This is an optimization exercise on Yosys and OpenROAD, whose aim is small area and a short achievable clock period, not a production implementation. Function was checked by simulation only, so behaviour that the tests miss may differ from the original. Power figures rest on the tool's default switching activity, not on a simulated workload.

== v23 ==
Design mac_demo, start of the top module:
module mac_demo(input clk, input reset, input ena,
                input signed [15:0] k, input signed [15:0] x,
                output signed [31:0] acc_out);
Size: ~870 cells after synthesis, about 61 flip-flops, about 67 I/O pins.
clock: 7.0 ns
lec_check: 0
abc_area: 1
cap_margin: 20
core_margin: 2
core_utilization: 40
cts_buf_list: sky130_fd_sc_hd__clkbuf_4 sky130_fd_sc_hd__clkbuf_8
setup_slack_margin: 2.7
slew_margin: 20
synth_hierarchical: 1
synth_minimum_keep_size: 0
standard.sh (not shown) runs the stock make flow with config.mk's settings and CLKGATE_MAP_FILE= SYNTH_SCRIPT=/design/flow/synth_recipe.tcl, a recipe that flattens the netlist after the stock synthesis.
==> flow/flow/run.sh <==
#!/bin/bash
# The standard layout (the standard.sh, unchanged synthesis), except that
# the port buffers are plain buffers and the clock-delay buffer cells are not
# used anywhere. The make output goes to standard.log; ORFS keeps each step's
# log under orfs/logs/.
set -uo pipefail
export BUFFER_PORTS_ARGS="-buffer_cell sky130_fd_sc_hd__buf_2"
export DONT_USE_CELLS="sky130_fd_sc_hd__clkdlybuf4s15_1 sky130_fd_sc_hd__clkdlybuf4s15_2 sky130_fd_sc_hd__clkdlybuf4s18_1 sky130_fd_sc_hd__clkdlybuf4s18_2 sky130_fd_sc_hd__clkdlybuf4s25_1 sky130_fd_sc_hd__clkdlybuf4s25_2 sky130_fd_sc_hd__clkdlybuf4s50_1 sky130_fd_sc_hd__clkdlybuf4s50_2"
bash standard.sh > standard.log 2>&1
Here is what was changed in the inputs of v3 compared with v23.
Settings: changing SETUP_SLACK_MARGIN from 2.7 to 2.45.
--- a/flow/flow/run.sh
+++ b/flow/flow/run.sh
@@ -2,4 +2,7 @@
-# The standard layout (the standard.sh, unchanged synthesis), except that
-# the port buffers are plain buffers and the clock-delay buffer cells are not
-# used anywhere. The make output goes to standard.log; ORFS keeps each step's
-# log under orfs/logs/.
+# The standard layout (the standard.sh and its synthesis script), with:
+# - plain buffers (buf_2) as the port buffers, and the clock-delay buffer
+#   cells not used anywhere;
+# - ABC's area mapping script replaced by a copy that maps with "map -a"
+#   after "dch -f" (ORFS's scripts are copied here; only that file differs).
+# The make output goes to standard.log; ORFS keeps each step's log under
+# orfs/logs/.
@@ -6,0 +10,4 @@
+rm -rf myscripts
+cp -r "$FLOW_HOME/scripts" myscripts
+printf 'strash\ndch -f\nmap -a\ntopo\nstime -c\nbuffer -c\nupsize -c\ndnsize -c\n' > myscripts/abc_area.script
+export SCRIPTS_DIR="$PWD/myscripts"
Re routed length per instance: v23 was lower than v3. Cmp v3 vs v23: number of clock buffers in the layout lower in v3. Summary of v3 over v23: share of the clock period used by the worst path +6.0 points, first-iteration detailed-routing DRC count shrank by 18%, sequential power has decreased. v3 falls short of v23 in power. NOTE: core utilization in v3 exceeds that of v23.
> inputs changed (v3 -> v10)
Settings: swapping 40 for 55 in CORE_UTILIZATION; swapping 2.45 for 2.6 in SETUP_SLACK_MARGIN.
==> flow/flow/run.sh <==
#!/bin/bash
# The standard layout (the standard.sh, unchanged synthesis), except that
# the port buffers are plain buffers and the clock-delay buffer cells are not
# used anywhere. The make output goes to standard.log; ORFS keeps each step's
# log under orfs/logs/.
set -uo pipefail
export BUFFER_PORTS_ARGS="-buffer_cell sky130_fd_sc_hd__buf_2"
export DONT_USE_CELLS="sky130_fd_sc_hd__clkdlybuf4s15_1 sky130_fd_sc_hd__clkdlybuf4s15_2 sky130_fd_sc_hd__clkdlybuf4s18_1 sky130_fd_sc_hd__clkdlybuf4s18_2 sky130_fd_sc_hd__clkdlybuf4s25_1 sky130_fd_sc_hd__clkdlybuf4s25_2 sky130_fd_sc_hd__clkdlybuf4s50_1 sky130_fd_sc_hd__clkdlybuf4s50_2"
bash standard.sh > standard.log 2>&1
Results
- When the final numbers for v3 and v10 were put side by side, the number of global-route vias before repair turned out to be smaller in v3.
- Comparing v3 and v10, the higher largest net degree at the start of global routing was measured on v3.
- The final reports for v10 and v3 show peak supply drop lower in the former.
- v10 ended up with a lower cell count than v3 did.
- The routed wire length on v3 is in line with that on v10.
- Utilization v3 -> v10: up
- Multi-input gate area in the final layout in v10 vs v3: down 1.7%
#### Input delta (v58 over v10)
Settings: swapping 55 for 40 in CORE_UTILIZATION.
--- a/flow/flow/run.sh
+++ b/flow/flow/run.sh
@@ -2,4 +2,7 @@
-# The standard layout (the standard.sh, unchanged synthesis), except that
-# the port buffers are plain buffers and the clock-delay buffer cells are not
-# used anywhere. The make output goes to standard.log; ORFS keeps each step's
-# log under orfs/logs/.
+# The standard layout (the standard.sh and its synthesis script), with:
+# - plain buffers (buf_2) as the port buffers, and the clock-delay buffer
+#   cells not used anywhere;
+# - ABC's area mapping script replaced by a copy that maps with "map -a"
+#   after "dch -f" (ORFS's scripts are copied here; only that file differs).
+# The make output goes to standard.log; ORFS keeps each step's log under
+# orfs/logs/.
@@ -6,0 +10,4 @@
+rm -rf myscripts
+cp -r "$FLOW_HOME/scripts" myscripts
+printf 'strash\ndch -f\nmap -a\ntopo\nstime -c\nbuffer -c\nupsize -c\ndnsize -c\n' > myscripts/abc_area.script
+export SCRIPTS_DIR="$PWD/myscripts"
- v58 has completed all stages; timing, DRC and antenna checks passed.
- Layout-stage area growth over the synthesis result for v58: 9.4 points up relative to v10
- Relative to v10, post-CTS repair timing setup buffer count increased by 13 in v58.
- From v10 to v58 the numbers moved as follows: power saw an increase, number of standard cells in the layout, taps in and fillers out went up 80, final period demand of the worst path increased by 0.27 ns relative to the old numbers.
- [compare] base=v10 new=v58: routed wire length -4.1%, total stage count of the critical path now larger.
Changes in v47 relative to v58:
Settings: changing SETUP_SLACK_MARGIN from 2.6 to 2.4.
==> flow/flow/run.sh <==
#!/bin/bash
# The standard layout (the standard.sh, unchanged synthesis), except that
# the port buffers are plain buffers and the clock-delay buffer cells are not
# used anywhere. The make output goes to standard.log; ORFS keeps each step's
# log under orfs/logs/.
set -uo pipefail
export BUFFER_PORTS_ARGS="-buffer_cell sky130_fd_sc_hd__buf_2"
export DONT_USE_CELLS="sky130_fd_sc_hd__clkdlybuf4s15_1 sky130_fd_sc_hd__clkdlybuf4s15_2 sky130_fd_sc_hd__clkdlybuf4s18_1 sky130_fd_sc_hd__clkdlybuf4s18_2 sky130_fd_sc_hd__clkdlybuf4s25_1 sky130_fd_sc_hd__clkdlybuf4s25_2 sky130_fd_sc_hd__clkdlybuf4s50_1 sky130_fd_sc_hd__clkdlybuf4s50_2"
bash standard.sh > standard.log 2>&1
- v47 vs v58: delay of the slowest cell on the worst path up
- v47 vs v58: number of cells on the worst reg-to-reg path down
- Summary: with v58 as the reference, final wirelength in v47 moved down slightly.
- v58 -> v47: die area increased by a few percent
- Cmp v47 and v58 / number of tapcells / higher: v47
- In v47, the first-pass GRT wire length came out about 2.5% above the value in v58.
- v47 reports its worst setup path category as input pin to flip-flop while v58 reports flip-flop to primary output.
- v47 falls short of v58 in synthesized area.
#### Input delta (v4 over v47)
Settings: SETUP_SLACK_MARGIN: 2.4 -> 2.75.
### Flow results
v4 | status: complete | timing, DRC, antenna: pass
Going from v47 to v4, power now sits higher, sequential fraction of design power shows a reduction of 0.2 points.
First-pass GRT wire length: v47 vs v4, no meaningful difference
Between v47 and v4, utilization increased.

## port drivers added, routing unchanged
How much do the figures lean on ideal ports? The routed layouts below were timed once more, with nothing changed but the port constraints.
Step 1 assumes that a clkbuf_16 drives the clock port and a buf_2 every other input.
Step 2 moves the port delays by t, midway between the first and last clock arrival at a register: inputs arrive t later, outputs are due t later. That takes back most of the time a late clock gives input paths.
Three values: ideal, step 1, step 2; two values: the first two.
| run | shift t [ns] | setup WS [ns] | latest minus earliest clock arrival (ns) | pins driven straight from the clock port |
|---|---|---|---|---|
| v23 | 0.405 | 2.788 / 2.800 / 2.395 | 0.015 / 0.015 | 1 |
| v3 | 0.413 | 2.366 / 2.327 / 2.156 | 0.013 / 0.013 | 1 |
| v10 | 0.409 | 2.689 / 2.708 / 2.299 | 0.016 / 0.015 | 1 |
| v58 | 0.405 | 2.418 / 2.377 / 2.282 | 0.011 / 0.011 | 1 |
| v47 | 0.406 | 2.525 / 2.538 / 2.132 | 0.014 / 0.015 | 1 |
| v4 | 0.406 | 2.858 / 2.853 / 2.466 | 0.015 / 0.015 | 1 |
After both steps setup and hold are still met in every run listed.
